This design comes from an exercise in tuning for small area on the open sky130 flow, not from production work.
In this exercise RTL edits were held to simulation tests only and were not proved equivalent to the original.
No activity file was given, so power comes from the tool's default toggle rates.

// ucsbece154a_mips
module ucsbece154a_mips (
    input               clk, reset,
    output wire  [31:0] pc_o,
    input        [31:0] instr_i,
    output wire         MemWrite_o,
    output wire  [31:0] aluout_o, writedata_o,
    input        [31:0] readdata_i
);
==> flow/config.mk <==
export PLATFORM = sky130hd
export DESIGN_NAME = ucsbece154a_mips
export DESIGN_NICKNAME = ucsbece154a_mips
export VERILOG_FILES = /design/flow/design.v
export SDC_FILE = /design/flow/constraint.sdc
export NUM_CORES = 4
export LEC_CHECK = 0
export CAP_MARGIN = 20
export CORE_MARGIN = 2
export CORE_UTILIZATION = 50
export CTS_BUF_LIST = sky130_fd_sc_hd__clkbuf_16
export CTS_CLUSTER_DIAMETER = 100
export CTS_CLUSTER_SIZE = 24
export SETUP_SLACK_MARGIN = 0.2
export SLEW_MARGIN = 20
export SYNTH_HIERARCHICAL = 1
==> flow/constraint.sdc <==
create_clock -name core_clock -period 9.5 [get_ports {clk}]
set_input_delay 1.9000 -clock core_clock [delete_from_list [all_inputs] [get_ports {clk}]]
set_output_delay 1.9000 -clock core_clock [all_outputs]
set_load 0.01 [all_outputs]
standard.sh (not shown) runs the stock make flow with config.mk's settings and CLKGATE_MAP_FILE= SYNTH_SCRIPT=/design/flow/synth_recipe.tcl, a recipe that flattens the netlist after the stock synthesis.
==> flow/flow/run.sh <==
#!/bin/bash
# Standard layout, with plain buffers (not delay cells) on the ports.
set -euo pipefail
export BUFFER_PORTS_ARGS="-buffer_cell sky130_fd_sc_hd__buf_2"
bash standard.sh > standard.log 2>&1
Edit:
--- a/flow/flow/run.sh
+++ b/flow/flow/run.sh
@@ -4 +4 @@
-export BUFFER_PORTS_ARGS="-buffer_cell sky130_fd_sc_hd__buf_2"
+export BUFFER_PORTS_ARGS="-buffer_cell sky130_fd_sc_hd__buf_1"
- CTS_CLUSTER_DIAMETER: 100 -> 110
- CTS_CLUSTER_SIZE: 24 -> 30
- SETUP_SLACK_MARGIN: 0.2 -> 0.05
Effect: Worst setup slack loses 0.20 ns; cell count climbs by 0.55%; synthesized area is unchanged; die area is unchanged.

========
Another version of the RTL of ucsbece154a_mips (not shown whole).
Size: roughly 1000 flip-flops, ~46000 um^2 of cells after synthesis.
==> flow/design.v (excerpt) <==
module ucsbece154a_mips (
    input               clk, reset,
    output wire  [31:0] pc_o,
    input        [31:0] instr_i,
    output wire         MemWrite_o,
    output wire  [31:0] aluout_o, writedata_o,
    input        [31:0] readdata_i
);
==> flow/config.mk <==
export PLATFORM = sky130hd
export DESIGN_NAME = ucsbece154a_mips
export DESIGN_NICKNAME = ucsbece154a_mips
export VERILOG_FILES = /design/flow/design.v
export SDC_FILE = /design/flow/constraint.sdc
export NUM_CORES = 4
export LEC_CHECK = 0
export CAP_MARGIN = 5
export CORE_MARGIN = 2
export CORE_UTILIZATION = 50
export CTS_BUF_LIST = sky130_fd_sc_hd__clkbuf_16
export CTS_CLUSTER_DIAMETER = 110
export CTS_CLUSTER_SIZE = 30
export SETUP_SLACK_MARGIN = 0.12
export SLEW_MARGIN = 5
export SYNTH_HIERARCHICAL = 1
==> flow/constraint.sdc <==
create_clock -name core_clock -period 9.5 [get_ports {clk}]
set_input_delay 1.9000 -clock core_clock [delete_from_list [all_inputs] [get_ports {clk}]]
set_output_delay 1.9000 -clock core_clock [all_outputs]
set_load 0.01 [all_outputs]
==> flow/flow/run.sh <==
#!/bin/bash
# Standard layout, with plain buffers (not delay cells) on the ports.
set -euo pipefail
export BUFFER_PORTS_ARGS="-buffer_cell sky130_fd_sc_hd__buf_1"
bash standard.sh > standard.log 2>&1
Rerun with:
Settings changed: SETUP_SLACK_MARGIN 0.12 to 0.2.
Sequential power barely changes.
Worst setup slack gets better by 49 ps.
Cell count is unchanged.
Synthesized cell count does not change.
Rerun with:
Settings changed: CAP_MARGIN 5 to 20, SLEW_MARGIN 5 to 20.
Total power stays flat. Wire length stays flat. Die area does not change.
Rerun with:
Settings changed: CORE_UTILIZATION 50 to 45, CTS_CLUSTER_DIAMETER 110 to 100, CTS_CLUSTER_SIZE 30 to 28.
Clock skew grows by 10 ps.
Clock power barely changes.
Final cell count grows by a few percent.
Via count shrinks slightly.
Combinational power hardly moves.
Clock-buffer cell count grows by 1.
Synthesized area is unchanged.

port drivers added, routing unchanged:
Ports are ideal in the flow. The routed layouts listed here were re-timed in OpenROAD. Step 1, drivers: a clkbuf_16 drives clk and a buf_2 each remaining input, both assumed. Step 2 moves the port delays by t, midway between the first and last clock arrival at a register: inputs arrive t later, outputs are due t later. That takes back most of the time a late clock gives input paths. Three values: ideal, step 1, step 2; two values: the first two.
run | t, ns | setup WS [ns] | worst register clock-pin slew, ns | pins driven straight from the clock port
the first run of note 1 | 0.724 | 0.376 / 0.248 / -0.134 | 0.10 / 0.10 | 1
the second run of note 1 | 0.708 | 0.173 / 0.139 / -0.272 | 0.12 / 0.12 | 1
the first run of note 2 | 0.687 | 0.371 / 0.335 / 0.268 | 0.12 / 0.12 | 1
the second run of note 2 | 0.686 | 0.420 / 0.395 / 0.368 | 0.12 / 0.12 | 1
the third run of note 2 | 0.694 | 0.363 / 0.338 / 0.281 | 0.12 / 0.12 | 1
the fourth run of note 2 | 0.719 | 0.401 / 0.301 / 0.301 | 0.12 / 0.12 | 1
With both steps, setup timing fails in the first run of note 1 and the second run of note 1, where it was met with ideal ports. The setup slack of the first run of note 1, which loses most, moves by -0.128 ns with the drivers and by -0.510 ns with both steps.
